Background: an optimization exercise with open tools, aiming at small area and a short achievable clock period. Do not read the settings as production practice. Function was checked by simulation only, so behaviour that the tests miss may differ from the original. Power is estimated from default activity; no workload was simulated.

### flow/run.sh
#!/bin/bash
# The standard layout, with buf_2 cells as the port buffers.
bash standard.sh "BUFFER_PORTS_ARGS=-buffer_cell sky130_fd_sc_hd__buf_2" finish > standard.log 2>&1
### design.v
module QE_M (clk, reset, in_a, in_b, in_c, in_x, mode, valid_in, last_input, valid_out, result);
input wire clk, reset, mode;
input wire [7:0] in_a;
input wire [7:0] in_b;
input wire [7:0] in_c;
input wire [7:0] in_x;
input wire valid_in, last_input;
output reg valid_out;
output wire [15:0] result;
reg T1a14, T1a13, T1b13, T1a12, T1b12, T1c12, T1d12, T1a11, T1b11, T1c11, T1d11, T1a10, T1b10, T1c10, T1d10, T1a9, T1b9, T1c9, T1d9, T1a8, T1b8, T1c8, T1d8, T1a7, T1b7, T1c7, T1d7, T1a6, T1b6, T1c6, T1d6, T1a5, T1b5, T1c5, T1d5, T1a4, T1b4, T1c4, T1d4, T1a3, T1b3, T1c3, T1d3, T1a2, T1b2, T1c2, T1d2, T1a1, T1b1, T1c1, T1a0, T1b0;
reg [7:0]  X1, C1;
reg        m1, f1;
reg [15:0] R;
reg [3:0]  bo, bt, bn;   
reg        x7;
reg [7:0]  C2;
reg        keep2;
reg S3a15, S3b15, S3a14, S3b14, S3a13, S3b13, S3a12, S3b12, S3a11, S3b11, S3a10, S3b10, S3a9, S3b9, S3a8, S3b8, S3a7, S3b7, S3a6, S3b6, S3a5, S3b5, S3a4, S3b4, S3a3, S3b3, S3a2, S3b2, S3a1, S3b1, S3a0, S3b0;
reg [15:0] Y;
reg        q1, q2, q3;   
reg        lastd;        
wire [15:0] S3a = {S3a15, S3a14, S3a13, S3a12, S3a11, S3a10, S3a9, S3a8, S3a7, S3a6, S3a5, S3a4, S3a3, S3a2, S3a1, S3a0};
wire [15:0] S3b = {S3b15, S3b14, S3b13, S3b12, S3b11, S3b10, S3b9, S3b8, S3b7, S3b6, S3b5, S3b4, S3b3, S3b2, S3b1, S3b0};
wire [7:0] bg = in_b & {8{~mode}};
wire pa_0_0, pa_0_1, pa_0_2, pa_0_3, pa_0_4, pa_0_5, pa_0_6, pa_0_7;
wire pa_1_0, pa_1_1, pa_1_2, pa_1_3, pa_1_4, pa_1_5, pa_1_6, pa_1_7;
wire pa_2_0, pa_2_1, pa_2_2, pa_2_3, pa_2_4, pa_2_5, pa_2_6, pa_2_7;
wire pa_3_0, pa_3_1, pa_3_2, pa_3_3, pa_3_4, pa_3_5, pa_3_6, pa_3_7;
wire pa_4_0, pa_4_1, pa_4_2, pa_4_3, pa_4_4, pa_4_5, pa_4_6, pa_4_7;
wire pa_5_0, pa_5_1, pa_5_2, pa_5_3, pa_5_4, pa_5_5, pa_5_6, pa_5_7;
wire pa_6_0, pa_6_1, pa_6_2, pa_6_3, pa_6_4, pa_6_5, pa_6_6, pa_6_7;
wire pa_7_0, pa_7_1, pa_7_2, pa_7_3, pa_7_4, pa_7_5, pa_7_6, pa_7_7;
wire pc_0_0, pc_0_1, pc_0_2, pc_0_3, pc_0_4, pc_0_5, pc_0_6, pc_0_7;
wire pc_0_8, pc_0_9, pc_0_10, pc_0_11, pc_0_12, pc_0_13, pc_0_14, pc_0_15;
wire pc_neg_0, pc_1_2, pc_1_3, pc_1_4, pc_1_5, pc_1_6, pc_1_7, pc_1_8;
wire pc_1_9, pc_1_10, pc_1_11, pc_1_12, pc_1_13, pc_1_14, pc_1_15, pc_neg_1;
wire pc_2_4, pc_2_5, pc_2_6, pc_2_7, pc_2_8, pc_2_9, pc_2_10, pc_2_11;
wire pc_2_12, pc_2_13, pc_2_14, pc_2_15, pc_neg_2, pc_3_6, pc_3_7, pc_3_8;
wire pc_3_9, pc_3_10, pc_3_11, pc_3_12, pc_3_13, pc_3_14, pc_3_15, pc_neg_3;
wire pc_4_8, pc_4_9, pc_4_10, pc_4_11, pc_4_12, pc_4_13, pc_4_14, pc_4_15;
wire pc_acc_1_0, pc_acc_1_1, pc_acc_2_0, pc_acc_2_1, pc_acc_2_2, pc_acc_2_3;
assign pa_0_0 = in_a[0] & in_x[0];
assign pa_0_1 = in_a[0] & in_x[1];
assign pa_0_2 = in_a[0] & in_x[2];
assign pa_0_3 = in_a[0] & in_x[3];
assign pa_0_4 = in_a[0] & in_x[4];
assign pa_0_5 = in_a[0] & in_x[5];
assign pa_0_6 = in_a[0] & in_x[6];
assign pa_0_7 = in_a[0] & in_x[7];
assign pa_1_0 = in_a[1] & in_x[0];
assign pa_1_1 = in_a[1] & in_x[1];
assign pa_1_2 = in_a[1] & in_x[2];
assign pa_1_3 = in_a[1] & in_x[3];
assign pa_1_4 = in_a[1] & in_x[4];
assign pa_1_5 = in_a[1] & in_x[5];
assign pa_1_6 = in_a[1] & in_x[6];
assign pa_1_7 = in_a[1] & in_x[7];
assign pa_2_0 = in_a[2] & in_x[0];
assign pa_2_1 = in_a[2] & in_x[1];
assign pa_2_2 = in_a[2] & in_x[2];
assign pa_2_3 = in_a[2] & in_x[3];
assign pa_2_4 = in_a[2] & in_x[4];
assign pa_2_5 = in_a[2] & in_x[5];
assign pa_2_6 = in_a[2] & in_x[6];
assign pa_2_7 = in_a[2] & in_x[7];
assign pa_3_0 = in_a[3] & in_x[0];
assign pa_3_1 = in_a[3] & in_x[1];
assign pa_3_2 = in_a[3] & in_x[2];
assign pa_3_3 = in_a[3] & in_x[3];
assign pa_3_4 = in_a[3] & in_x[4];
assign pa_3_5 = in_a[3] & in_x[5];
assign pa_3_6 = in_a[3] & in_x[6];
assign pa_3_7 = in_a[3] & in_x[7];
assign pa_4_0 = in_a[4] & in_x[0];
assign pa_4_1 = in_a[4] & in_x[1];
assign pa_4_2 = in_a[4] & in_x[2];
assign pa_4_3 = in_a[4] & in_x[3];
assign pa_4_4 = in_a[4] & in_x[4];
assign pa_4_5 = in_a[4] & in_x[5];
assign pa_4_6 = in_a[4] & in_x[6];
assign pa_4_7 = in_a[4] & in_x[7];
assign pa_5_0 = in_a[5] & in_x[0];
assign pa_5_1 = in_a[5] & in_x[1];
assign pa_5_2 = in_a[5] & in_x[2];
assign pa_5_3 = in_a[5] & in_x[3];
assign pa_5_4 = in_a[5] & in_x[4];
assign pa_5_5 = in_a[5] & in_x[5];
assign pa_5_6 = in_a[5] & in_x[6];
assign pa_5_7 = in_a[5] & in_x[7];
assign pa_6_0 = in_a[6] & in_x[0];
assign pa_6_1 = in_a[6] & in_x[1];
assign pa_6_2 = in_a[6] & in_x[2];
assign pa_6_3 = in_a[6] & in_x[3];
assign pa_6_4 = in_a[6] & in_x[4];
assign pa_6_5 = in_a[6] & in_x[5];
assign pa_6_6 = in_a[6] & in_x[6];
assign pa_6_7 = in_a[6] & in_x[7];
assign pa_7_0 = in_a[7] & in_x[0];
assign pa_7_1 = in_a[7] & in_x[1];
assign pa_7_2 = in_a[7] & in_x[2];
assign pa_7_3 = in_a[7] & in_x[3];
assign pa_7_4 = in_a[7] & in_x[4];
assign pa_7_5 = in_a[7] & in_x[5];
assign pa_7_6 = in_a[7] & in_x[6];
assign pa_7_7 = in_a[7] & in_x[7];
wire ta_1, ta_2, ta_3, ta_4, ta_5, ta_6, ta_7, ta_8;
wire ta_9, ta_10, ta_11, ta_12, ta_13, ta_14, ta_15, ta_16;
wire ta_17, ta_18, ta_19, ta_20, ta_21, ta_22, ta_23, ta_24;
wire ta_25, ta_26, ta_27, ta_28, ta_29, ta_30, ta_31, ta_32;
wire ta_33, ta_34, ta_35, ta_36, ta_37, ta_38, ta_39, ta_40;
wire ta_41, ta_42, ta_43, ta_44, ta_45, ta_46, ta_47, ta_48;
wire ta_49, ta_50;
qe_ha ta_ha0 (.a(pa_0_5), .b(pa_1_4), .s(ta_1), .co(ta_2));
qe_fa ta_fa0 (.a(pa_0_6), .b(pa_1_5), .c(pa_2_4), .s(ta_3), .co(ta_4));
qe_ha ta_ha1 (.a(pa_3_3), .b(pa_4_2), .s(ta_5), .co(ta_6));
qe_fa ta_fa1 (.a(pa_0_7), .b(pa_1_6), .c(pa_2_5), .s(ta_7), .co(ta_8));
qe_fa ta_fa2 (.a(pa_3_4), .b(pa_4_3), .c(pa_5_2), .s(ta_9), .co(ta_10));
qe_ha ta_ha2 (.a(pa_6_1), .b(pa_7_0), .s(ta_11), .co(ta_12));
qe_fa ta_fa3 (.a(pa_1_7), .b(pa_2_6), .c(pa_3_5), .s(ta_13), .co(ta_14));
qe_fa ta_fa4 (.a(pa_4_4), .b(pa_5_3), .c(pa_6_2), .s(ta_15), .co(ta_16));
qe_fa ta_fa5 (.a(pa_2_7), .b(pa_3_6), .c(pa_4_5), .s(ta_17), .co(ta_18));
qe_ha ta_ha3 (.a(pa_0_3), .b(pa_1_2), .s(ta_19), .co(ta_20));
qe_fa ta_fa6 (.a(pa_0_4), .b(pa_1_3), .c(pa_2_2), .s(ta_21), .co(ta_22));
qe_ha ta_ha4 (.a(pa_3_1), .b(pa_4_0), .s(ta_23), .co(ta_24));
qe_fa ta_fa7 (.a(pa_2_3), .b(pa_3_2), .c(pa_4_1), .s(ta_25), .co(ta_26));
qe_fa ta_fa8 (.a(pa_5_0), .b(bg[5]), .c(ta_1), .s(ta_27), .co(ta_28));
qe_fa ta_fa9 (.a(pa_5_1), .b(pa_6_0), .c(bg[6]), .s(ta_29), .co(ta_30));
qe_fa ta_fa10 (.a(ta_2), .b(ta_5), .c(ta_3), .s(ta_31), .co(ta_32));
qe_fa ta_fa11 (.a(bg[7]), .b(ta_6), .c(ta_11), .s(ta_33), .co(ta_34));
qe_fa ta_fa12 (.a(ta_4), .b(ta_7), .c(ta_9), .s(ta_35), .co(ta_36));
qe_fa ta_fa13 (.a(pa_7_1), .b(ta_12), .c(ta_8), .s(ta_37), .co(ta_38));
qe_fa ta_fa14 (.a(ta_10), .b(ta_13), .c(ta_15), .s(ta_39), .co(ta_40));
qe_fa ta_fa15 (.a(pa_5_4), .b(pa_6_3), .c(pa_7_2), .s(ta_41), .co(ta_42));
qe_fa ta_fa16 (.a(ta_14), .b(ta_16), .c(ta_17), .s(ta_43), .co(ta_44));
qe_fa ta_fa17 (.a(pa_3_7), .b(pa_4_6), .c(pa_5_5), .s(ta_45), .co(ta_46));
qe_fa ta_fa18 (.a(pa_6_4), .b(pa_7_3), .c(ta_18), .s(ta_47), .co(ta_48));
qe_fa ta_fa19 (.a(pa_4_7), .b(pa_5_6), .c(pa_6_5), .s(ta_49), .co(ta_50));
wire [7:0] xm = {X1[6:0], 1'b0};   
integer i;
wire tb_1, tb_2, tb_3, tb_4, tb_5, tb_6, tb_7, tb_8;
wire tb_9, tb_10, tb_11, tb_12, tb_13, tb_14, tb_15, tb_16;
wire tb_17, tb_18, tb_19, tb_20, tb_21, tb_22, tb_23, tb_24;
wire tb_25, tb_26, tb_27, tb_28, tb_29, tb_30, tb_31, tb_32;
wire tb_33, tb_34, tb_35, tb_36, tb_37, tb_38, tb_39, tb_40;
wire tb_41, tb_42, tb_43, tb_44, tb_45, tb_46, tb_47, tb_48;
qe_ha tb_ha0 (.a(T1a2), .b(T1b2), .s(tb_1), .co(tb_2));
qe_fa tb_fa0 (.a(T1a3), .b(T1b3), .c(T1c3), .s(tb_3), .co(tb_4));
qe_fa tb_fa1 (.a(T1a4), .b(T1b4), .c(T1c4), .s(tb_5), .co(tb_6));
qe_fa tb_fa2 (.a(T1a5), .b(T1b5), .c(T1c5), .s(tb_7), .co(tb_8));
qe_fa tb_fa3 (.a(T1a6), .b(T1b6), .c(T1c6), .s(tb_9), .co(tb_10));
qe_fa tb_fa4 (.a(T1a7), .b(T1b7), .c(T1c7), .s(tb_11), .co(tb_12));
qe_fa tb_fa5 (.a(T1a8), .b(T1b8), .c(T1c8), .s(tb_13), .co(tb_14));
qe_fa tb_fa6 (.a(T1a9), .b(T1b9), .c(T1c9), .s(tb_15), .co(tb_16));
qe_fa tb_fa7 (.a(T1a10), .b(T1b10), .c(T1c10), .s(tb_17), .co(tb_18));
qe_fa tb_fa8 (.a(T1a11), .b(T1b11), .c(T1c11), .s(tb_19), .co(tb_20));
qe_fa tb_fa9 (.a(T1a12), .b(T1b12), .c(T1c12), .s(tb_21), .co(tb_22));
qe_ha tb_ha1 (.a(T1a1), .b(T1b1), .s(tb_23), .co(tb_24));
qe_fa tb_fa10 (.a(T1c2), .b(T1d2), .c(tb_1), .s(tb_25), .co(tb_26));
qe_fa tb_fa11 (.a(T1d3), .b(tb_2), .c(tb_3), .s(tb_27), .co(tb_28));
qe_fa tb_fa12 (.a(T1d4), .b(tb_4), .c(tb_5), .s(tb_29), .co(tb_30));
qe_fa tb_fa13 (.a(T1d5), .b(tb_6), .c(tb_7), .s(tb_31), .co(tb_32));
qe_fa tb_fa14 (.a(T1d6), .b(tb_8), .c(tb_9), .s(tb_33), .co(tb_34));
qe_fa tb_fa15 (.a(T1d7), .b(tb_10), .c(tb_11), .s(tb_35), .co(tb_36));
qe_fa tb_fa16 (.a(T1d8), .b(tb_12), .c(tb_13), .s(tb_37), .co(tb_38));
qe_fa tb_fa17 (.a(T1d9), .b(tb_14), .c(tb_15), .s(tb_39), .co(tb_40));
qe_fa tb_fa18 (.a(T1d10), .b(tb_16), .c(tb_17), .s(tb_41), .co(tb_42));
qe_fa tb_fa19 (.a(T1d11), .b(tb_18), .c(tb_19), .s(tb_43), .co(tb_44));
qe_fa tb_fa20 (.a(T1d12), .b(tb_20), .c(tb_21), .s(tb_45), .co(tb_46));
qe_fa tb_fa21 (.a(T1a13), .b(T1b13), .c(tb_22), .s(tb_47), .co(tb_48));
wire [15:0] SBa = {1'b0, T1a14, tb_46, tb_44, tb_42, tb_40, tb_38, tb_36, tb_34, tb_32, tb_30, tb_28, tb_26, tb_24, T1c1, T1a0};
wire [15:0] SBb = {1'b0, tb_48, tb_47, tb_45, tb_43, tb_41, tb_39, tb_37, tb_35, tb_33, tb_31, tb_29, tb_27, tb_25, tb_23, T1b0};
assign pc_0_0 = ((bo[0] & R[0])) ^ bn[0];
assign pc_0_1 = ((bo[0] & R[1]) | (bt[0] & R[0])) ^ bn[0];
assign pc_0_2 = ((bo[0] & R[2]) | (bt[0] & R[1])) ^ bn[0];
assign pc_0_3 = ((bo[0] & R[3]) | (bt[0] & R[2])) ^ bn[0];
assign pc_0_4 = ((bo[0] & R[4]) | (bt[0] & R[3])) ^ bn[0];
assign pc_0_5 = ((bo[0] & R[5]) | (bt[0] & R[4])) ^ bn[0];
assign pc_0_6 = ((bo[0] & R[6]) | (bt[0] & R[5])) ^ bn[0];
assign pc_0_7 = ((bo[0] & R[7]) | (bt[0] & R[6])) ^ bn[0];
assign pc_0_8 = ((bo[0] & R[8]) | (bt[0] & R[7])) ^ bn[0];
assign pc_0_9 = ((bo[0] & R[9]) | (bt[0] & R[8])) ^ bn[0];
assign pc_0_10 = ((bo[0] & R[10]) | (bt[0] & R[9])) ^ bn[0];
assign pc_0_11 = ((bo[0] & R[11]) | (bt[0] & R[10])) ^ bn[0];
assign pc_0_12 = ((bo[0] & R[12]) | (bt[0] & R[11])) ^ bn[0];
assign pc_0_13 = ((bo[0] & R[13]) | (bt[0] & R[12])) ^ bn[0];
assign pc_0_14 = ((bo[0] & R[14]) | (bt[0] & R[13])) ^ bn[0];
assign pc_0_15 = ((bo[0] & R[15]) | (bt[0] & R[14])) ^ bn[0];
assign pc_neg_0 = bn[0];
assign pc_1_2 = ((bo[1] & R[0]) | (keep2 & S3a[2])) ^ bn[1];
assign pc_1_3 = ((bo[1] & R[1]) | (bt[1] & R[0]) | (keep2 & S3a[3])) ^ bn[1];
assign pc_1_4 = ((bo[1] & R[2]) | (bt[1] & R[1]) | (keep2 & S3a[4])) ^ bn[1];
assign pc_1_5 = ((bo[1] & R[3]) | (bt[1] & R[2]) | (keep2 & S3a[5])) ^ bn[1];
assign pc_1_6 = ((bo[1] & R[4]) | (bt[1] & R[3]) | (keep2 & S3a[6])) ^ bn[1];
assign pc_1_7 = ((bo[1] & R[5]) | (bt[1] & R[4]) | (keep2 & S3a[7])) ^ bn[1];
assign pc_1_8 = ((bo[1] & R[6]) | (bt[1] & R[5]) | (keep2 & S3a[8])) ^ bn[1];
assign pc_1_9 = ((bo[1] & R[7]) | (bt[1] & R[6]) | (keep2 & S3a[9])) ^ bn[1];
assign pc_1_10 = ((bo[1] & R[8]) | (bt[1] & R[7]) | (keep2 & S3a[10])) ^ bn[1];
assign pc_1_11 = ((bo[1] & R[9]) | (bt[1] & R[8]) | (keep2 & S3a[11])) ^ bn[1];
assign pc_1_12 = ((bo[1] & R[10]) | (bt[1] & R[9]) | (keep2 & S3a[12])) ^ bn[1];
assign pc_1_13 = ((bo[1] & R[11]) | (bt[1] & R[10]) | (keep2 & S3a[13])) ^ bn[1];
assign pc_1_14 = ((bo[1] & R[12]) | (bt[1] & R[11]) | (keep2 & S3a[14])) ^ bn[1];
assign pc_1_15 = ((bo[1] & R[13]) | (bt[1] & R[12]) | (keep2 & S3a[15])) ^ bn[1];
assign pc_neg_1 = bn[1];
assign pc_2_4 = ((bo[2] & R[0]) | (keep2 & S3b[4])) ^ bn[2];
assign pc_2_5 = ((bo[2] & R[1]) | (bt[2] & R[0]) | (keep2 & S3b[5])) ^ bn[2];
assign pc_2_6 = ((bo[2] & R[2]) | (bt[2] & R[1]) | (keep2 & S3b[6])) ^ bn[2];
assign pc_2_7 = ((bo[2] & R[3]) | (bt[2] & R[2]) | (keep2 & S3b[7])) ^ bn[2];
assign pc_2_8 = ((bo[2] & R[4]) | (bt[2] & R[3]) | (keep2 & S3b[8])) ^ bn[2];
assign pc_2_9 = ((bo[2] & R[5]) | (bt[2] & R[4]) | (keep2 & S3b[9])) ^ bn[2];
assign pc_2_10 = ((bo[2] & R[6]) | (bt[2] & R[5]) | (keep2 & S3b[10])) ^ bn[2];
assign pc_2_11 = ((bo[2] & R[7]) | (bt[2] & R[6]) | (keep2 & S3b[11])) ^ bn[2];
assign pc_2_12 = ((bo[2] & R[8]) | (bt[2] & R[7]) | (keep2 & S3b[12])) ^ bn[2];
assign pc_2_13 = ((bo[2] & R[9]) | (bt[2] & R[8]) | (keep2 & S3b[13])) ^ bn[2];
assign pc_2_14 = ((bo[2] & R[10]) | (bt[2] & R[9]) | (keep2 & S3b[14])) ^ bn[2];
assign pc_2_15 = ((bo[2] & R[11]) | (bt[2] & R[10]) | (keep2 & S3b[15])) ^ bn[2];
assign pc_neg_2 = bn[2];
assign pc_3_6 = ((bo[3] & R[0])) ^ bn[3];
assign pc_3_7 = ((bo[3] & R[1]) | (bt[3] & R[0])) ^ bn[3];
assign pc_3_8 = ((bo[3] & R[2]) | (bt[3] & R[1])) ^ bn[3];
assign pc_3_9 = ((bo[3] & R[3]) | (bt[3] & R[2])) ^ bn[3];
assign pc_3_10 = ((bo[3] & R[4]) | (bt[3] & R[3])) ^ bn[3];
assign pc_3_11 = ((bo[3] & R[5]) | (bt[3] & R[4])) ^ bn[3];
assign pc_3_12 = ((bo[3] & R[6]) | (bt[3] & R[5])) ^ bn[3];
assign pc_3_13 = ((bo[3] & R[7]) | (bt[3] & R[6])) ^ bn[3];
assign pc_3_14 = ((bo[3] & R[8]) | (bt[3] & R[7])) ^ bn[3];
assign pc_3_15 = ((bo[3] & R[9]) | (bt[3] & R[8])) ^ bn[3];
assign pc_neg_3 = bn[3];
assign pc_4_8 = x7 & R[0];
assign pc_4_9 = x7 & R[1];
assign pc_4_10 = x7 & R[2];
assign pc_4_11 = x7 & R[3];
assign pc_4_12 = x7 & R[4];
assign pc_4_13 = x7 & R[5];
assign pc_4_14 = x7 & R[6];
assign pc_4_15 = x7 & R[7];
assign pc_acc_1_0 = keep2 & S3a[0];
assign pc_acc_1_1 = keep2 & S3a[1];
assign pc_acc_2_0 = keep2 & S3b[0];
assign pc_acc_2_1 = keep2 & S3b[1];
assign pc_acc_2_2 = keep2 & S3b[2];
assign pc_acc_2_3 = keep2 & S3b[3];
wire tc_1, tc_2, tc_3, tc_4, tc_5, tc_6, tc_7, tc_8;
wire tc_9, tc_10, tc_11, tc_12, tc_13, tc_14, tc_15, tc_16;
wire tc_17, tc_18, tc_19, tc_20, tc_21, tc_22, tc_23, tc_24;
wire tc_25, tc_26, tc_27, tc_28, tc_29, tc_30, tc_31, tc_32;
wire tc_33, tc_34, tc_35, tc_36, tc_37, tc_38, tc_39, tc_40;
wire tc_41, tc_42, tc_43, tc_44, tc_45, tc_46, tc_47, tc_48;
wire tc_49, tc_50, tc_51, tc_52, tc_53, tc_54, tc_55, tc_56;
wire tc_57, tc_58, tc_59, tc_60, tc_61, tc_62, tc_63, tc_64;
wire tc_65, tc_66, tc_67, tc_68, tc_69, tc_70, tc_71, tc_72;
wire tc_73, tc_74, tc_75, tc_76, tc_77, tc_78, tc_79, tc_80;
wire tc_81, tc_82, tc_83, tc_84, tc_85, tc_86, tc_87, tc_88;
wire tc_89, tc_90, tc_91, tc_92, tc_93, tc_94, tc_95, tc_96;
wire tc_97, tc_98, tc_99, tc_100, tc_101, tc_102, tc_103, tc_104;
wire tc_105, tc_106, tc_107, tc_108, tc_109, tc_110, tc_111, tc_112;
wire tc_113, tc_114, tc_115, tc_116;
qe_ha tc_ha0 (.a(pc_neg_0), .b(C2[0]), .s(tc_1), .co(tc_2));
qe_ha tc_ha1 (.a(C2[1]), .b(pc_acc_1_1), .s(tc_3), .co(tc_4));
qe_fa tc_fa0 (.a(pc_neg_1), .b(C2[2]), .c(pc_acc_2_2), .s(tc_5), .co(tc_6));
qe_ha tc_ha2 (.a(C2[3]), .b(pc_acc_2_3), .s(tc_7), .co(tc_8));
qe_fa tc_fa1 (.a(pc_neg_2), .b(C2[4]), .c(pc_0_4), .s(tc_9), .co(tc_10));
qe_ha tc_ha3 (.a(C2[5]), .b(pc_0_5), .s(tc_11), .co(tc_12));
qe_fa tc_fa2 (.a(pc_neg_3), .b(C2[6]), .c(pc_0_6), .s(tc_13), .co(tc_14));
qe_ha tc_ha4 (.a(pc_1_6), .b(pc_2_6), .s(tc_15), .co(tc_16));
qe_fa tc_fa3 (.a(C2[7]), .b(pc_0_7), .c(pc_1_7), .s(tc_17), .co(tc_18));
qe_ha tc_ha5 (.a(pc_2_7), .b(pc_3_7), .s(tc_19), .co(tc_20));
qe_fa tc_fa4 (.a(pc_4_8), .b(pc_0_8), .c(pc_1_8), .s(tc_21), .co(tc_22));
qe_ha tc_ha6 (.a(pc_2_8), .b(pc_3_8), .s(tc_23), .co(tc_24));
qe_fa tc_fa5 (.a(pc_4_9), .b(pc_0_9), .c(pc_1_9), .s(tc_25), .co(tc_26));
qe_ha tc_ha7 (.a(pc_2_9), .b(pc_3_9), .s(tc_27), .co(tc_28));
qe_fa tc_fa6 (.a(pc_4_10), .b(pc_0_10), .c(pc_1_10), .s(tc_29), .co(tc_30));
qe_ha tc_ha8 (.a(pc_2_10), .b(pc_3_10), .s(tc_31), .co(tc_32));
qe_fa tc_fa7 (.a(pc_4_11), .b(pc_0_11), .c(pc_1_11), .s(tc_33), .co(tc_34));
qe_ha tc_ha9 (.a(pc_2_11), .b(pc_3_11), .s(tc_35), .co(tc_36));
qe_fa tc_fa8 (.a(pc_4_12), .b(pc_0_12), .c(pc_1_12), .s(tc_37), .co(tc_38));
qe_ha tc_ha10 (.a(pc_2_12), .b(pc_3_12), .s(tc_39), .co(tc_40));
qe_fa tc_fa9 (.a(pc_4_13), .b(pc_0_13), .c(pc_1_13), .s(tc_41), .co(tc_42));
qe_ha tc_ha11 (.a(pc_2_13), .b(pc_3_13), .s(tc_43), .co(tc_44));
qe_fa tc_fa10 (.a(pc_4_14), .b(pc_0_14), .c(pc_1_14), .s(tc_45), .co(tc_46));
qe_ha tc_ha12 (.a(pc_2_14), .b(pc_3_14), .s(tc_47), .co(tc_48));
qe_fa tc_fa11 (.a(pc_4_15), .b(pc_0_15), .c(pc_1_15), .s(tc_49), .co(tc_50));
qe_ha tc_ha13 (.a(pc_2_15), .b(pc_3_15), .s(tc_51), .co(tc_52));
qe_ha tc_ha14 (.a(pc_acc_1_0), .b(pc_acc_2_0), .s(tc_53), .co(tc_54));
qe_fa tc_fa12 (.a(pc_acc_2_1), .b(tc_2), .c(pc_0_1), .s(tc_55), .co(tc_56));
qe_fa tc_fa13 (.a(pc_0_2), .b(pc_1_2), .c(tc_4), .s(tc_57), .co(tc_58));
qe_fa tc_fa14 (.a(pc_0_3), .b(pc_1_3), .c(tc_7), .s(tc_59), .co(tc_60));
qe_fa tc_fa15 (.a(pc_1_4), .b(pc_2_4), .c(tc_8), .s(tc_61), .co(tc_62));
qe_fa tc_fa16 (.a(pc_1_5), .b(pc_2_5), .c(tc_11), .s(tc_63), .co(tc_64));
qe_fa tc_fa17 (.a(pc_3_6), .b(tc_12), .c(tc_15), .s(tc_65), .co(tc_66));
qe_fa tc_fa18 (.a(tc_16), .b(tc_19), .c(tc_14), .s(tc_67), .co(tc_68));
qe_fa tc_fa19 (.a(tc_20), .b(tc_23), .c(tc_18), .s(tc_69), .co(tc_70));
qe_fa tc_fa20 (.a(tc_24), .b(tc_27), .c(tc_22), .s(tc_71), .co(tc_72));
qe_fa tc_fa21 (.a(tc_28), .b(tc_31), .c(tc_26), .s(tc_73), .co(tc_74));
qe_fa tc_fa22 (.a(tc_32), .b(tc_35), .c(tc_30), .s(tc_75), .co(tc_76));
qe_fa tc_fa23 (.a(tc_36), .b(tc_39), .c(tc_34), .s(tc_77), .co(tc_78));
qe_fa tc_fa24 (.a(tc_40), .b(tc_43), .c(tc_38), .s(tc_79), .co(tc_80));
qe_fa tc_fa25 (.a(tc_44), .b(tc_47), .c(tc_42), .s(tc_81), .co(tc_82));
qe_fa tc_fa26 (.a(tc_48), .b(tc_51), .c(tc_46), .s(tc_83), .co(tc_84));
qe_ha tc_ha15 (.a(pc_0_0), .b(tc_1), .s(tc_85), .co(tc_86));
qe_fa tc_fa27 (.a(tc_54), .b(tc_3), .c(tc_55), .s(tc_87), .co(tc_88));
qe_fa tc_fa28 (.a(tc_5), .b(tc_56), .c(tc_57), .s(tc_89), .co(tc_90));
qe_fa tc_fa29 (.a(tc_6), .b(tc_58), .c(tc_59), .s(tc_91), .co(tc_92));
qe_fa tc_fa30 (.a(tc_9), .b(tc_61), .c(tc_60), .s(tc_93), .co(tc_94));
qe_fa tc_fa31 (.a(tc_10), .b(tc_62), .c(tc_63), .s(tc_95), .co(tc_96));
qe_fa tc_fa32 (.a(tc_13), .b(tc_64), .c(tc_65), .s(tc_97), .co(tc_98));
qe_fa tc_fa33 (.a(tc_17), .b(tc_66), .c(tc_67), .s(tc_99), .co(tc_100));
qe_fa tc_fa34 (.a(tc_21), .b(tc_68), .c(tc_69), .s(tc_101), .co(tc_102));
qe_fa tc_fa35 (.a(tc_25), .b(tc_70), .c(tc_71), .s(tc_103), .co(tc_104));
qe_fa tc_fa36 (.a(tc_29), .b(tc_72), .c(tc_73), .s(tc_105), .co(tc_106));
qe_fa tc_fa37 (.a(tc_33), .b(tc_74), .c(tc_75), .s(tc_107), .co(tc_108));
qe_fa tc_fa38 (.a(tc_37), .b(tc_76), .c(tc_77), .s(tc_109), .co(tc_110));
qe_fa tc_fa39 (.a(tc_41), .b(tc_78), .c(tc_79), .s(tc_111), .co(tc_112));
qe_fa tc_fa40 (.a(tc_45), .b(tc_80), .c(tc_81), .s(tc_113), .co(tc_114));
qe_fa tc_fa41 (.a(tc_49), .b(tc_82), .c(tc_83), .s(tc_115), .co(tc_116));
always @(posedge clk) begin
	T1a14 <= pa_7_7;
	T1a13 <= pa_6_7;
	T1b13 <= pa_7_6;
	T1a12 <= pa_5_7;
	T1b12 <= pa_6_6;
	T1c12 <= pa_7_5;
	T1d12 <= ta_50;
	T1a11 <= pa_7_4;
	T1b11 <= ta_46;
	T1c11 <= ta_49;
	T1d11 <= ta_48;
	T1a10 <= ta_42;
	T1b10 <= ta_45;
	T1c10 <= ta_44;
	T1d10 <= ta_47;
	T1a9 <= ta_41;
	T1b9 <= ta_38;
	T1c9 <= ta_40;
	T1d9 <= ta_43;
	T1a8 <= ta_34;
	T1b8 <= ta_36;
	T1c8 <= ta_37;
	T1d8 <= ta_39;
	T1a7 <= ta_30;
	T1b7 <= ta_33;
	T1c7 <= ta_32;
	T1d7 <= ta_35;
	T1a6 <= ta_26;
	T1b6 <= ta_29;
	T1c6 <= ta_28;
	T1d6 <= ta_31;
	T1a5 <= ta_24;
	T1b5 <= ta_22;
	T1c5 <= ta_25;
	T1d5 <= ta_27;
	T1a4 <= bg[4];
	T1b4 <= ta_20;
	T1c4 <= ta_23;
	T1d4 <= ta_21;
	T1a3 <= pa_2_1;
	T1b3 <= pa_3_0;
	T1c3 <= bg[3];
	T1d3 <= ta_19;
	T1a2 <= pa_0_2;
	T1b2 <= pa_1_1;
	T1c2 <= pa_2_0;
	T1d2 <= bg[2];
	T1a1 <= pa_0_1;
	T1b1 <= pa_1_0;
	T1c1 <= bg[1];
	T1a0 <= pa_0_0;
	T1b0 <= bg[0];
	X1 <= mode ? {7'd0, valid_in} : in_x;
	C1 <= in_c & {8{~mode}};
	m1 <= mode;
	f1 <= lastd;
	R  <= SBa + SBb;
	for (i = 0; i < 4; i = i + 1) begin
		bo[i] <= X1[2*i] ^ xm[2*i];
		bt[i] <= (X1[2*i+1] & ~X1[2*i] & ~xm[2*i]) | (~X1[2*i+1] & X1[2*i] & xm[2*i]);
		bn[i] <= X1[2*i+1];
	end
	x7 <= X1[7];
	C2 <= C1;
	keep2 <= m1 & ~f1;
	S3a15 <= tc_114;
	S3b15 <= tc_115;
	S3a14 <= tc_112;
	S3b14 <= tc_113;
	S3a13 <= tc_110;
	S3b13 <= tc_111;
	S3a12 <= tc_108;
	S3b12 <= tc_109;
	S3a11 <= tc_106;
	S3b11 <= tc_107;
	S3a10 <= tc_104;
	S3b10 <= tc_105;
	S3a9 <= tc_102;
	S3b9 <= tc_103;
	S3a8 <= tc_100;
	S3b8 <= tc_101;
	S3a7 <= tc_98;
	S3b7 <= tc_99;
	S3a6 <= tc_96;
	S3b6 <= tc_97;
	S3a5 <= tc_94;
	S3b5 <= tc_95;
	S3a4 <= tc_92;
	S3b4 <= tc_93;
	S3a3 <= tc_90;
	S3b3 <= tc_91;
	S3a2 <= tc_88;
	S3b2 <= tc_89;
	S3a1 <= tc_86;
	S3b1 <= tc_87;
	S3a0 <= tc_53;
	S3b0 <= tc_85;
	Y  <= S3a + S3b;
end
always @(posedge clk or posedge reset) begin
	if (reset) begin
		q1 <= 1'b0;
		q2 <= 1'b0;
		q3 <= 1'b0;
		valid_out <= 1'b0;
		lastd <= 1'b1;
	end else begin
		q1 <= mode ? last_input : valid_in;
		q2 <= q1;
		q3 <= q2;
		valid_out <= q3;
		lastd <= last_input;
	end
end
assign result = Y;
endmodule
module qe_fa (a, b, c, s, co);
input wire a, b, c;
output wire s, co;
assign {co, s} = a + b + c;
endmodule
module qe_ha (a, b, s, co);
input wire a, b;
output wire s, co;
assign {co, s} = a + b;
endmodule
### standard.sh
#!/bin/bash
# synth_recipe.tcl (not shown) runs the flow's synth.tcl, then flattens the netlist and writes it again
# the make line also repeats each setting of config.mk as NAME=value (left out here)
make -C /OpenROAD-flow-scripts/flow DESIGN_CONFIG=/design/flow/config.mk WORK_HOME=/design/flow/orfs CLKGATE_MAP_FILE= SYNTH_SCRIPT=/design/flow/synth_recipe.tcl "${@:-finish}"
### constraint.sdc
create_clock -name core_clock -period 6.5 [get_ports {clk}]
set_input_delay 1.3000 -clock core_clock [delete_from_list [all_inputs] [get_ports {clk}]]
set_output_delay 1.3000 -clock core_clock [all_outputs]
set_load 0.01 [all_outputs]
### config.mk
export PLATFORM = sky130hd
export DESIGN_NAME = QE_M
export DESIGN_NICKNAME = QE_M
export VERILOG_FILES = /design/flow/design.v
export SDC_FILE = /design/flow/constraint.sdc
export NUM_CORES = 4
export LEC_CHECK = 0
export CAP_MARGIN = 20
export CORE_MARGIN = 2
export CORE_UTILIZATION = 40
export SLEW_MARGIN = 20
export SYNTH_HIERARCHICAL = 1
==> key figures, run 1 <==
Run status
  – Status: no timing/DRC/antenna violations

Clock tree
  – Postcts setup bufs: 0
  – Worst-Skew Late Latency: about 420 ps
  – Clk root buf: clkbuf_16
  – CTS buffer count: 17
  – Clock Tree Buf Depth: 2
  – Hold Buf Count CTS: 0
  – CTS tree: done
  – Post-CTS sizing: 0
  – H-Tree Depth: 4
  – Reg clk slew, reported paths: about 60 ps
  – CTS Sinks: 160

Critical path
  – CP most frequent cell: fa_1
  – WP depth: 5
  – Worst setup EP type: flip-flop
  – Critical path startpoint category: flip-flop
  – Worst path cell trace: a222oi_1 > xnor2_1 > fa_1 > fa_1 > fa_1
  – R2r worst-path depth: 5
  – Delay-heaviest family, CP: adder cells
  – Buf+Inv Stages, Crit Path: 0
  – Setup CP Type: reg -> reg
  – CP max FO: 32
  – Worst path required time: 6800 ps
  – Slowest stage cell, crit path: dfxtp_1
  – Max stage delay on crit path: approximately 1000 ps
  – Critical path data arrival time: between 3000 and 4000 ps

Drt
  – Final antenna-violating net count: 0
  – Via Count: ~5.4k
  – DR iter-0 viols: around 550
  – DRC: 0
  – Vias per inst: ~5.2
  – Routed wire length: around 17000 um
  – DR pass1 iterations: 9
  – Post-DR wirelength/cell: about 17 um

Die
  – Starting Density: 40.6%
  – Die X: 150 um
  – Die Ht: 150 um
  – Core footprint: 0.0209 mm^2
  – # IOs: 54
  – # rows: 53
  – Die Area: approximately 0.022 mm^2

Yosys
  – Netlist cell types: 57
  – Post-synth EDFFs: 0
  – Mapped Area: between 0.008 and 0.009 mm^2
  – Leading post-synthesis cells by cell area: dfxtp_1 (37%), fa_1 (20%), ha_1 (7.8%)
  – Yosys top cell area share: 36.6%
  – Syn. warnings: 7
  – Synthesized area per cell: 11.8 um^2
  – Async S/R FF share, synth: 3.13%
  – Syn nets: slightly below 900
  – Leading area contributor after synthesis: dfxtp_1
  – Register area share after synthesis: a little under two fifths
  – Cells after Synth: approximately 720
  – Synthesized flop and latch total: 160
  – Synth cell count leaders: dfxtp_1 (155), fa_1 (86), and2_1 (79)
  – Prevailing post-synth register cell: dfxtp_1
  – Count leader, synth: dfxtp_1

Power and ir drop
  – Total Power: approximately 4.4 mW
  – Switch share: about two fifths
  – Clock power share: 21.7%
  – Static Leak: 4.02 nW
  – Pint: 2.71 mW
  – Combinational power share: 44.4%
  – Power Density: ~460 mW/mm^2
  – Max IR drop VDD: approximately 0.22 mV
  – Switch Pwr: between 1.5 and 2 mW
  – Register share of total power: 33.9%

GRT
  – First-pass GRT wire length: between 20000 and 30000 um
  – Grt ovf: 0
  – Initial antenna violation count: 0
  – Vias in the first global route: approximately 6.0k
  – Total Routing Usage GR: about 17%
  – Largest net degree at the start of global routing: 33

Hold path
  – Worst Hold Class: reg -> reg
  – Hold Crit Depth: 0

Layout
  – Ratio of cells with drive above 1 in the final layout: a little over an eighth
  – Area Overhead vs Synth: 12.3%
  – Ant. Diodes: 0
  – Multi-input combinational cell area: 0.00509 mm^2
  – Finished Layout Cells: 1043
  – # fillers: a little under 2k
  – Fin nets: 931
  – Reg area: between 0.003 and 0.004 mm^2
  – Post-route cell area: 0.00952 mm^2

STA
  – Hold_ws: 322 ps
  – RSZ-0062 raised after global routing: false
  – Final hold vios: 0
  – Worst-margin pin slew: 1060 ps
  – Fin crit period: 2940 ps
  – Clock skew: around 9.7 ps
  – Max Freq: about 0.34 GHz
  – Final setup viols: 0
  – Slew Limit Headroom: a little under 30%
  – Fin crit share: a little under half
  – Setup TNS: 0 ps
  – Slew Limit Fails: 0

Placement
  – # port buffers: 53
  – Placed cell area: between 0.008 and 0.009 mm^2
  – Post-DP HPWL: about 13000 um
  – Placed insts: roughly 1.0k
  – RePlAce Congestion: ~0.86

Run
  – Max-cap viol count: 0
## per-module statistics from Yosys (local to each module, per instance)
module	cells inside	cell area [um^2]	times used
qe_fa	1	20.0	84
qe_ha	1	12.5	23
QE_M	609	6510	1
## through the flow
| stage | worst slack, ps | utilization (%) |
|---|---|---|
| 3_3_place_gp | 3650 | 42.9 |
| 2_1_floorplan | 3840 | - |
| 3_5_place_dp | 3630 | 42.9 |
| 6_report | 3560 | 45.6 |
| 4_1_cts | 3620 | 45.6 |
| 5_1_grt | 3430 | 45.6 |
## cells in the final DEF (no fill, tap or decap), drive strengths merged, types with 2 or more instances in the layout
cell type	n
dfxtp	155
fa	86
and2	79
xnor2	63
ha	53
buf	53
a21oi	28
nor2b	27
a22oi	26
a222oi	24
clkbuf	20
nand2	17
o21ai	17
xor2	14
inv	12
nor2	9
a21o	8
clkinv	7
o21a	5
nand3b	5
nand2b	5
nand3	5
a211oi	5
nor3	5
o21bai	4
mux2	4
dfrtp	4
and3	2
a221oi	2
nand4	2
o2111ai	2
a31oi	2
o211ai	2
a21boi	2
a2111oi	2
nor3b	2
## power by group through the flow
stage	combinational [mW]	clock, mW	sequential, mW
floorplan	1.57	0	1.40
global placement	1.87	0	1.51
detailed placement	1.94	0	1.51
CTS	1.96	0.980	1.49
global route	2.23	1.02	1.52
finish	1.95	0.955	1.49
## flip-flops by register name, summed over array words and instances, names as in the netlist, 4 cells and up
register,flops
Y,16
R,16
C1,8
X1,8
bn,4
C2,8
bo,4
bt,4
## metal layers
layer | track usage (%) | part of all wire, % | vias to the layer above
li1 | - | - | 2563
met2 | 28.5 | 49 | 159
met5 | 0 | 0 | -
met4 | 6.43 | 1.8 | 0
met3 | 2.93 | 4.6 | 24
met1 | 21.1 | 45 | 2640
## worst paths after layout
| kind | startpoint | end | slack [ps] |
|---|---|---|---|
| setup reg to reg | keep2$_DFF_P_ | S3b11$_DFF_P_ | 3560 |
| min in group asynchronous | reset | valid_out$_DFF_PP0_ | 760 |
| max in group asynchronous | reset | lastd$_DFF_PP1_ | 5500 |
| hold / removal | C1[6]$_DFF_P_ | C2[6]$_DFF_P_ | 320 |
| setup / recovery | keep2$_DFF_P_ | S3b11$_DFF_P_ | 3560 |
| hold reg to reg | C1[6]$_DFF_P_ | C2[6]$_DFF_P_ | 320 |
## final cells by class
cell class | count | area share [%]
well taps | 275 | 3.61
flip-flops and latches | 160 | 33.9
repair buffers | 53 | 2.79
multi-input cells | 516 | 53.5
clock inverters | 12 | 1.04
clock buffers | 20 | 4.91
inverters | 7 | 0.276
## cells by family after synthesis
| kind of cell | count (synthesis) | synth area share, % |
|---|---|---|
| adders and majority gates | 139 | 28.1 |
| buffers and inverters | 40 | 1.89 |
| muxes | 4 | 0.531 |
| xor gates and xnor gates | 77 | 7.95 |
| and+or+nand+nor | 159 | 11.2 |
| AOI/OAI and AO/OA | 137 | 12.3 |
| DFF | 160 | 38.1 |
## worst register-to-register path, delay by kind of cell (launching register included)
kind	cells	cell delay [ps]
flip-flops	1	1020
adder cells (fa/ha/maj)	3	1340
AO/OA/AOI/OAI	1	260
XOR/XNOR	1	200
==> inputs of run 2 (changes only) <==
--- a/config.mk
+++ b/config.mk
@@ -10,2 +10,3 @@
 export CORE_UTILIZATION = 40
+export SETUP_SLACK_MARGIN = 3
 export SLEW_MARGIN = 20
==> run 2 against run 1 <==
  * Still clean on timing, DRC and antenna
  * Clock-buffer cell count is the same
  * Clock skew is the same
  * Non-clock buffer count is the same
  * Final cell count is the same
  * Wire length is the same
  * Combinational power is essentially flat
  * Synthesized area is the same
  * Worst hold slack is the same
  * Critical path depth is the same
  * Clock power is essentially flat
  * Critical path type unchanged
  * Highest routed layer unchanged
==> key figures, run 2 <==
Yosys
  – Synth cell count leaders: dfxtp_1 (155), fa_1 (86), and2_1 (79)
  – Cells after Synth: ~720
  – Post-synth EDFFs: 0
  – Synthesized area per cell: around 12 um^2
  – Synthesized flop and latch total: 160
  – Prevailing post-synth register cell: dfxtp_1
  – Leading area contributor after synthesis: dfxtp_1
  – Netlist cell types: 57
  – Mapped Area: roughly 0.0085 mm^2
  – Leading post-synthesis cells by cell area: dfxtp_1 (37%), fa_1 (20%), ha_1 (7.8%)
  – Count leader, synth: dfxtp_1
  – Register area share after synthesis: approximately two fifths
  – Syn. warnings: 7
  – Async S/R FF share, synth: 3.13%
  – Yosys top cell area share: 36.6%
  – Syn nets: about 900

Drt
  – Vias per inst: between 5 and 6
  – Final antenna-violating net count: 0
  – DRC: 0
  – Routed wire length: ~17000 um
  – DR pass1 iterations: 9
  – Via Count: 5386
  – Post-DR wirelength/cell: 16.5 um
  – DR iter-0 viols: between 500 and 600

STA
  – Clock skew: 9.73 ps
  – Slew Limit Headroom: between 20% and 30%
  – Max Freq: roughly 0.34 GHz
  – Fin crit share: 45.2%
  – Final setup viols: 0
  – Fin crit period: 2940 ps
  – Worst-margin pin slew: roughly 1100 ps
  – Setup TNS: 0 ps
  – PnR worst setup slack: between 3000 and 4000 ps
  – Slew Limit Fails: 0
  – Final hold vios: 0
  – RSZ-0062 raised after global routing: false

Critical path
  – Critical path data arrival time: 3240 ps
  – Worst r2r src: keep2$_DFF_P_
  – Delay-heaviest family, CP: adder cells
  – CP max FO: 32
  – R2r worst-path depth: 5
  – Worst path required time: between 6000 and 7000 ps
  – Worst path cell trace: a222oi_1 > xnor2_1 > fa_1 > fa_1 > fa_1
  – Worst R2R End: S3b11$_DFF_P_
  – Slowest stage cell, crit path: dfxtp_1
  – Buf+Inv Stages, Crit Path: 0
  – Critical path startpoint category: flip-flop
  – Max stage delay on crit path: around 1000 ps
  – Worst setup EP type: flip-flop
  – CP most frequent cell: fa_1
  – Flop2flop setup slack: ~3600 ps
  – Setup CP Type: reg -> reg

Hold path
  – Hold Crit Depth: 0
  – Worst Hold Class: reg -> reg
  – HP Start: C1[6]$_DFF_P_
  – Min-Delay Endpoint: C2[6]$_DFF_P_

Power and ir drop
  – Max IR drop VDD: roughly 0.22 mV
  – Static Leak: between 4 and 5 nW
  – Power Density: around 460 mW/mm^2

Clock tree
  – Postcts setup bufs: 0
  – Clk root buf: clkbuf_16
  – CTS tree: done
  – CTS Sinks: between 150 and 200
  – CTS buffer count: 17
  – Reg clk slew, reported paths: around 60 ps
  – Post-CTS sizing: 0
  – Hold Buf Count CTS: 0
  – H-Tree Depth: 4
  – Clock Tree Buf Depth: 2
  – Worst-Skew Late Latency: between 400 and 500 ps

Layout
  – Ratio of cells with drive above 1 in the final layout: about 13%
  – Biggest regs: R x16, Y x16
  – # fillers: just under 2k
  – Fin nets: about 930
  – Most common cell after layout, fill and taps aside: dfxtp_1
  – Most frequent cells in the layout: dfxtp_1 (155), fa_1 (86), and2_1 (79)
  – Ant. Diodes: 0
  – Area Overhead vs Synth: 12.3%

GRT
  – Largest net degree at the start of global routing: 33
  – Grt ovf: 0
  – Initial antenna violation count: 0
  – Vias in the first global route: 5971
  – First-pass GRT wire length: between 20000 and 30000 um
  – Total Routing Usage GR: 16.7%

Run status
  – Status: no timing/DRC/antenna violations

Die
  – Die X: 150 um
  – # IOs: between 50 and 60
  – Die Ht: roughly 150 um
  – Die Area: 0.0224 mm^2
  – # rows: 53
  – Core footprint: around 0.021 mm^2
  – Starting Density: around two fifths

Placement
  – RePlAce Congestion: between 0.8 and 0.9
  – # port buffers: between 50 and 60
  – Dpl ws: ~3600 ps
  – Post-DP HPWL: 12900 um

Run
  – Max-cap viol count: 0
## run 2: cell counts after synthesis
No cell type changed its count.
## run 2: power by group
part	internal, mW	switching (mW)
combinational	0.918	1.04
sequential	1.26	0.232
clock	0.531	0.424
## run 2: cell type report
type / count / area (um^2) / area share, %
timing repair buffer: 53 / 265 / 2.79
multi-input combinational: 516 / 5090 / 53.5
clock buffer: 20 / 468 / 4.91
clock inverter: 12 / 98.8 / 1.04
tap: 275 / 344 / 3.61
inverter: 7 / 26.3 / 0.276
sequential: 160 / 3230 / 33.9
## run 2: per-stage QoR
stage	utilization (%)	power, mW	std cells	instance area (um^2)	hold WS, ps
4_1_cts	45.6	4.44	1043	9520	323
3_5_place_dp	42.9	3.46	1011	8960	312
5_1_grt	45.6	4.78	1043	9520	323
3_3_place_gp	42.9	3.38	1011	8960	316
2_1_floorplan	-	2.98	716	8480	310
6_report	45.6	4.40	1043	9520	322
## run 2: worst reg2reg max path: stages (launching register included)
cell	delay [ps]
dfxtp_1	1020
a222oi_1	260
xnor2_1	200
fa_1	430
fa_1	510
fa_1	400
## run 2: worst max-delay path by stage
stage / start / to / slack, ps / cells after the start
2_1_floorplan: T1a6$_DFF_P_ / R[15]$_DFF_P_ / 3840 / 8
4_1_cts: keep2$_DFF_P_ / S3b11$_DFF_P_ / 3620 / 5
3_3_place_gp: keep2$_DFF_P_ / S3b8$_DFF_P_ / 3650 / 5
5_1_grt: keep2$_DFF_P_ / S3b15$_DFF_P_ / 3430 / 5
6_report: keep2$_DFF_P_ / S3b11$_DFF_P_ / 3560 / 5
3_5_place_dp: keep2$_DFF_P_ / S3b8$_DFF_P_ / 3630 / 5
## run 2: layer usage
metal / vias up / part of all wire [%] / track usage, %
met4: 0 / 1.8 / 6.43
li1: 2563 / - / -
met1: 2640 / 45 / 21.1
met2: 159 / 49 / 28.5
met3: 24 / 4.6 / 2.93
met5: - / 0 / 0
## run 2: logic make-up after synthesis
kind of cell    after synthesis  share of synthesized area (%)
xor+xnor                     77                           7.95
simple gates                159                           11.2
fa+ha+maj                   139                           28.1
buf+inv                      40                           1.89
compound gates              137                           12.3
flops                       160                           38.1
mux                           4                          0.531
## run 2: per-module statistics from Yosys, one instance, submodules excluded
module / cell area [um^2] / copies in the design / cells inside
QE_M: 6510 / 1 / 609
qe_fa: 20.0 / 84 / 1
qe_ha: 12.5 / 23 / 1
==> inputs of run 3 (changes only) <==
--- a/config.mk
+++ b/config.mk
@@ -10,3 +10,3 @@
 export CORE_UTILIZATION = 40
-export SETUP_SLACK_MARGIN = 3
+export SETUP_SLACK_MARGIN = 4.5
 export SLEW_MARGIN = 20
==> run 3 against run 2 <==
  * Global-route usage grew 1.0 points
  * Clock power rose by 5%
  * Critical path depth increased by 3
  * Total power increased by 11%
  * Still clean
  * Final area rose by 11%
  * Synthesized cell count is the same
  * Highest routed layer unchanged
  * Die area stayed put
==> key figures, run 3 <==
STA
  – Max Freq: 0.367 GHz
  – Clock skew: a little under 10 ps
  – Final setup viols: 0
  – Fin crit period: 2720 ps
  – RSZ-0062 raised after global routing: true
  – Slew Limit Fails: 0
  – Worst-margin pin slew: 578 ps
  – Final hold vios: 0
  – Setup TNS: 0 ps
  – Fin crit share: approximately two fifths
  – Slew Limit Headroom: 61.5%

Critical path
  – Setup CP Type: reg -> reg
  – Worst path required time: about 6900 ps
  – Worst setup EP type: flip-flop
  – Critical Path Start: T1b3$_DFF_P_
  – CP max FO: 5
  – Critical path data arrival time: around 3100 ps
  – Critical path startpoint category: flip-flop
  – Worst r2r src: T1b3$_DFF_P_

Power and ir drop
  – Register share of total power: 31.1%
  – Combinational power share: between 40% and 50%
  – Total Power: slightly below 5 mW
  – Switch share: around 38%
  – Pint: approximately 3.0 mW
  – Power Density: about 460 mW/mm^2
  – Static Leak: about 4.3 nW
  – Switch Pwr: about 1.8 mW
  – Clock power share: between 20% and 30%
  – Max IR drop VDD: between 0.2 and 0.25 mV

Layout
  – Post-route cell area: approximately 0.011 mm^2
  – Ratio of cells with drive above 1 in the final layout: 34.0%
  – Final core utilization: approximately half
  – Biggest regs: R x16, Y x16
  – Most frequent cells in the layout: dfxtp_1 (132), xnor2_1 (62), and2_1 (52)
  – Ant. Diodes: 0
  – # fillers: between 1.5k and 2k
  – Most common cell after layout, fill and taps aside: dfxtp_1
  – Area Overhead vs Synth: 25.1%
  – Fin nets: about 970

Placement
  – RePlAce Congestion: roughly 0.83
  – Post-DP HPWL: about 13000 um
  – # port buffers: 53
  – Placed cell area: ~0.0092 mm^2

GRT
  – Largest net degree at the start of global routing: 27
  – Total Routing Usage GR: between 15 and 20%
  – First-pass GRT wire length: around 30000 um
  – Vias in the first global route: a little over 6k
  – Grt ovf: 0
  – Initial antenna violation count: 0

Yosys
  – Register area share after synthesis: roughly two fifths
  – Synthesized flop and latch total: 160
  – Netlist cell types: 57
  – Leading area contributor after synthesis: dfxtp_1
  – Prevailing post-synth register cell: dfxtp_1
  – Synthesized area per cell: about 12 um^2
  – Largest family of logic cells by synthesized area: adder cells
  – Post-synthesis compound-gate area fraction: between 10 and 15%
  – Mapped Area: between 0.008 and 0.009 mm^2
  – Synth cell count leaders: dfxtp_1 (155), fa_1 (86), and2_1 (79)
  – Post-synth EDFFs: 0
  – Cells after Synth: 716
  – Yosys top cell area share: between 30 and 40%
  – Syn nets: 892
  – Syn. warnings: 7
  – Async S/R FF share, synth: under 10%
  – Leading post-synthesis cells by cell area: dfxtp_1 (37%), fa_1 (20%), ha_1 (7.8%)
  – Synth Area in Simple Gates: 11.2%
  – Fraction of the mapped netlist area in adder cells: between 20% and 30%
  – Synth Area in XOR/XNOR: under 10%
  – Count leader, synth: dfxtp_1
  – Post-synthesis mux area share: less than 1%

Drt
  – Post-DR wirelength/cell: 17.4 um
  – Final antenna-violating net count: 0
  – Routed wire length: 18900 um
  – DRC: 0
  – Via Count: between 5k and 6k
  – DR iter-0 viols: around 500
  – DR pass1 iterations: 8
  – Vias per inst: about 5.1

Die
  – Die X: approximately 150 um
  – Starting Density: around two fifths
  – # IOs: 54
  – # rows: between 50 and 60
  – Core footprint: approximately 0.021 mm^2
  – Die Area: between 0.02 and 0.025 mm^2
  – Die Ht: 150 um

Clock tree
  – Clk root buf: clkbuf_16
  – CTS buffer count: 17
  – Worst-Skew Late Latency: 420 ps
  – Clock Tree Buf Depth: 2
  – H-Tree Depth: 4
  – Hold Buf Count CTS: 0
  – CTS Sinks: 160
  – CTS tree: done
  – Reg clk slew, reported paths: around 70 ps

Hold path
  – HP Start: C1[6]$_DFF_P_
  – Worst Hold Class: reg -> reg

Run
  – Max-cap viol count: 0

Run status
  – Status: no timing/DRC/antenna violations
run 3: cell counts after synthesis:
No cell type changed its count.
run 3: repair_timing:
item,in CTS,in global routing
setup buffers,35,6
endpoints found under the hold margin,0,0
gates resized for setup,105,42
pin swaps,69,48
gates cloned,0,0
endpoints found under the setup margin,77,74
run 3: cell type report:
cell class / instances / area (um^2) / share of cell area, %
Clock buffer: 19 / 433 / 4.08
Clock inverter: 13 / 151 / 1.43
Inverter: 7 / 26.3 / 0.248
Multi-Input combinational cell: 516 / 5560 / 52.3
Sequential cell: 160 / 3280 / 30.9
Tap cell: 275 / 344 / 3.24
Timing Repair Buffer: 94 / 822 / 7.75
run 3: kinds of logic (layout without fill, tap and decap cells):
group                    Yosys count  after routing
flip-flops                       160            160
AND/OR/NAND/NOR                  159            159
adder cells (fa/ha/maj)          139            139
AO/OA/AOI/OAI                    137            137
XOR/XNOR                          77             77
buffers and inverters             40            133
multiplexers                       4              4
run 3: path summary, 6_finish.rpt:
| kind | endpoint | slack, ps | cells past startpoint |
|---|---|---|---|
| worst max-delay path | R[12]$_DFF_P_ | 3780 | 8 |
| worst min-delay path | C2[6]$_DFF_P_ | 320 | 0 |
| worst max register to register | R[12]$_DFF_P_ | 3780 | 8 |
| worst min register to register | C2[6]$_DFF_P_ | 320 | 0 |
| max in group asynchronous | lastd$_DFF_PP1_ | 5500 | 2 |
| min in group asynchronous | valid_out$_DFF_PP0_ | 760 | 2 |
run 3: worst max-delay path, stage by stage (launching register included):
cell and delay [ps]:
dfxtp_1 320, fa_1 580, fa_1 470, ha_4 210, a211oi_4 180, o21a_1 250
o211ai_2 130, a2111oi_2 360, nand3b_1 150
run 3: stage by stage:
step	std cells	setup slack, ps	hold WS, ps
after detailed placement	1011	3710	312
after global placement	1011	3760	315
final	1084	3780	323
after floorplan	716	3980	310
after CTS	1078	3760	324
after global routing	1084	3690	327
run 3: power by group through the flow:
stage          Clock, mW  Combinational [mW]  Sequential (mW)
4_1_cts             1.02                2.24             1.50
5_1_grt             1.07                2.61             1.54
2_1_floorplan          0                1.72             1.41
6_report            1.00                2.36             1.51
3_3_place_gp           0                2.02             1.52
3_5_place_dp           0                2.09             1.52
run 3: per-layer routing:
layer | wire (um) | vias up | global-route usage, %
met5 | 0 | - | 0
met4 | 330 | 0 | 6.38
met3 | 735 | 25 | 3.32
met2 | 9570 | 149 | 31.1
met1 | 8240 | 2757 | 21.7
li1 | - | 2651 | -
run 3: modules after synthesis, one instance, submodules excluded:
module,flip-flops and latches,times used,cells
qe_ha,0,23,1
qe_fa,0,84,1
QE_M,160,1,609
==> inputs of run 4 (changes only) <==
--- a/config.mk
+++ b/config.mk
@@ -10,3 +10,3 @@
 export CORE_UTILIZATION = 40
-export SETUP_SLACK_MARGIN = 4.5
+export SETUP_SLACK_MARGIN = 4
 export SLEW_MARGIN = 20
==> run 4 against run 3 <==
  * Setup slack improved by 59 ps
  * Flip-flop and latch count stayed put
  * Critical path depth stayed put
  * Wire length shrank 1.7%
  * Worst hold slack worse by 1.9 ps
  * Critical path type unchanged
  * Critical endpoint is now R[15]$_DFF_P_
  * Highest routed layer unchanged
==> key figures, run 4 <==
Power and ir drop
  – Max IR drop VDD: about 0.22 mV
  – Power Density: between 400 and 500 mW/mm^2
  – Static Leak: ~4.2 nW

Layout
  – Fin nets: 957
  – Area Overhead vs Synth: 18.7%
  – Most frequent cells in the layout: dfxtp_1 (133), and2_1 (77), fa_1 (76)
  – Biggest regs: R x16, Y x16
  – Ant. Diodes: 0
  – Most common cell after layout, fill and taps aside: dfxtp_1
  – Ratio of cells with drive above 1 in the final layout: about a quarter

Die
  – Die Area: approximately 0.022 mm^2
  – # IOs: 54
  – Die Ht: 150 um
  – # rows: 53
  – Starting Density: slightly above 40%
  – Die X: between 100 and 150 um
  – Core footprint: about 0.021 mm^2

STA
  – Worst-margin pin slew: 522 ps
  – Clock skew: between 8 and 9 ps
  – Slew Limit Fails: 0
  – Fin crit share: approximately two fifths
  – Max Freq: 0.375 GHz
  – Final hold vios: 0
  – RSZ-0062 raised after global routing: true
  – Slew Limit Headroom: roughly 64%
  – Final setup viols: 0
  – PnR worst setup slack: 3840 ps
  – Setup TNS: 0 ps
  – Fin crit period: approximately 2700 ps

Yosys
  – Synthesized area per cell: about 12 um^2
  – Leading post-synthesis cells by cell area: dfxtp_1 (37%), fa_1 (20%), ha_1 (7.8%)
  – Synthesized flop and latch total: 160
  – Leading area contributor after synthesis: dfxtp_1
  – Synth cell count leaders: dfxtp_1 (155), fa_1 (86), and2_1 (79)
  – Count leader, synth: dfxtp_1
  – Async S/R FF share, synth: under 10%
  – Cells after Synth: 716
  – Syn. warnings: 7
  – Yosys top cell area share: between 30% and 40%
  – Syn nets: about 900
  – Prevailing post-synth register cell: dfxtp_1
  – Netlist cell types: 57
  – Register area share after synthesis: 38.1%
  – Mapped Area: approximately 0.0085 mm^2
  – Post-synth EDFFs: 0

Run status
  – Status: no timing/DRC/antenna violations

GRT
  – Vias in the first global route: around 5.9k
  – Grt ovf: 0
  – Total Routing Usage GR: around 17%
  – First-pass GRT wire length: 29700 um
  – Initial antenna violation count: 0
  – Largest net degree at the start of global routing: 33

Critical path
  – Critical path startpoint category: flip-flop
  – Critical path data arrival time: a little under 3000 ps
  – CP max FO: 5
  – Worst setup EP type: flip-flop
  – Worst path required time: roughly 6800 ps
  – Flop2flop setup slack: approximately 3800 ps
  – Setup CP Type: reg -> reg

Clock tree
  – CTS tree: done
  – Worst-Skew Late Latency: around 420 ps
  – H-Tree Depth: 4
  – Reg clk slew, reported paths: approximately 70 ps
  – CTS buffer count: 17
  – Clock Tree Buf Depth: 2
  – Clk root buf: clkbuf_16
  – CTS Sinks: 160

Placement
  – Dpl ws: 3520 ps
  – RePlAce Congestion: approximately 0.85
  – # port buffers: 53
  – Post-DP HPWL: 13300 um

Drt
  – DRC: 0
  – DR iter-0 viols: between 400 and 500
  – Via Count: about 5.6k
  – Routed wire length: 18600 um
  – DR pass1 iterations: 8
  – Final antenna-violating net count: 0
  – Post-DR wirelength/cell: about 17 um
  – Vias per inst: between 5 and 6

Run
  – Max-cap viol count: 0

Hold path
  – Worst Hold Class: reg -> reg
==> run 4: cell counts after synthesis <==
No cell type changed its count.
==> run 4: worst paths after layout <==
kind / from / end / cells past startpoint
min in group asynchronous: reset / q3$_DFF_PP0_ / 2
min: C1[5]$_DFF_P_ / C2[5]$_DFF_P_ / 0
max in group asynchronous: reset / lastd$_DFF_PP1_ / 2
max reg2reg: T1c4$_DFF_P_ / R[15]$_DFF_P_ / 8
min reg2reg: C1[5]$_DFF_P_ / C2[5]$_DFF_P_ / 0
max: T1c4$_DFF_P_ / R[15]$_DFF_P_ / 8
==> run 4: repair_timing <==
item	CTS	global route
setup endpoints to repair	33	23
hold buffers	0	0
pin swaps	12	52
buffers inserted	6	20
resized for setup	28	53
==> run 4: per-module statistics from Yosys (local to each module, per instance) <==
module,copies in the design,cells
qe_ha,23,1
QE_M,1,609
qe_fa,84,1
==> run 4: cell families after synthesis <==
family | count (synthesis) | share of synthesized area (%)
buf+inv | 40 | 1.89
xor+xnor | 77 | 7.95
compound gates | 137 | 12.3
flops | 160 | 38.1
fa+ha+maj | 139 | 28.1
simple gates | 159 | 11.2
mux | 4 | 0.531
==> run 4: stage by stage <==
stage | area (um^2) | power [mW] | util (%) | hold WS [ps] | instances
final | 10100 | 4.83 | 48.2 | 321 | 1069
after global routing | 10100 | 5.21 | 48.2 | 332 | 1069
after CTS | 9750 | 4.63 | 46.7 | 323 | 1049
after detailed placement | 9040 | 3.54 | 43.3 | 312 | 1011
after global placement | 9040 | 3.45 | 43.3 | 311 | 1011
after floorplan | 8560 | 3.04 | - | 310 | 716
==> run 4: final cells by class <==
| type | count | area [um^2] |
|---|---|---|
| Clock buffer | 18 | 429 |
| Multi-Input combinational cell | 516 | 5380 |
| Tap cell | 275 | 344 |
| Fill cell | 1854 | 10800 |
| Timing Repair Buffer | 79 | 483 |
| Inverter | 7 | 30.0 |
| Clock inverter | 14 | 144 |
| Sequential cell | 160 | 3260 |
==> run 4: power by group <==
group          internal [mW]  leakage (nW)  switching (mW)
logic                   1.17          2.54            1.18
clock network          0.540         0.274           0.429
registers               1.27          1.36           0.237
==> run 4: routing by layer <==
| layer | vias to the layer above | track usage [%] | routed length [um] |
|---|---|---|---|
| li1 | 2612 | - | - |
| met1 | 2731 | 20.8 | 7720 |
| met2 | 193 | 29.7 | 9360 |
| met3 | 35 | 3.78 | 1070 |
| met4 | 0 | 5.62 | 407 |
| met5 | - | 0 | 0 |
==> run 4: critical path, cell delays in order, from the launching register on <==
cell and delay (ps):
dfxtp_2 330, fa_1 550, fa_1 460, ha_4 270
a21oi_2 170, nor2_1 90, nor3_4 250, o21ai_2 110
a221o_1 320

[port drivers added, routing unchanged]
No port has a modelled driver above. Below, the same layouts with a new extraction and two added sets of constraints. Step 1, drivers: a clkbuf_16 drives clk and a buf_2 each remaining input, both assumed. Step 2 also shifts input and output timing later by t, the mid clock arrival at the registers, as if the neighbouring blocks saw the same clock. Slacks: ideal / step 1 / step 2; pairs: ideal / step 1.
| run | t (ns) | setup slack, ns | hold WS [ns] | worst setup path at the end |
|---|---|---|---|---|
| run 1 | 0.462 | 3.562 / 3.562 / 3.562 | 0.322 / 0.322 / 0.322 | register to register |
| run 2 | 0.462 | 3.562 / 3.562 / 3.562 | 0.322 / 0.322 / 0.322 | register to register |
| run 3 | 0.463 | 3.777 / 3.777 / 3.777 | 0.323 / 0.323 / 0.323 | register to register |
| run 4 | 0.465 | 3.836 / 3.836 / 3.735 | 0.321 / 0.321 / 0.321 | input to register |
After both steps every run listed still meets setup and hold. For run 4, which loses most, drivers alone change the setup slack by 0.000 ns; drivers and shift together by -0.101 ns.
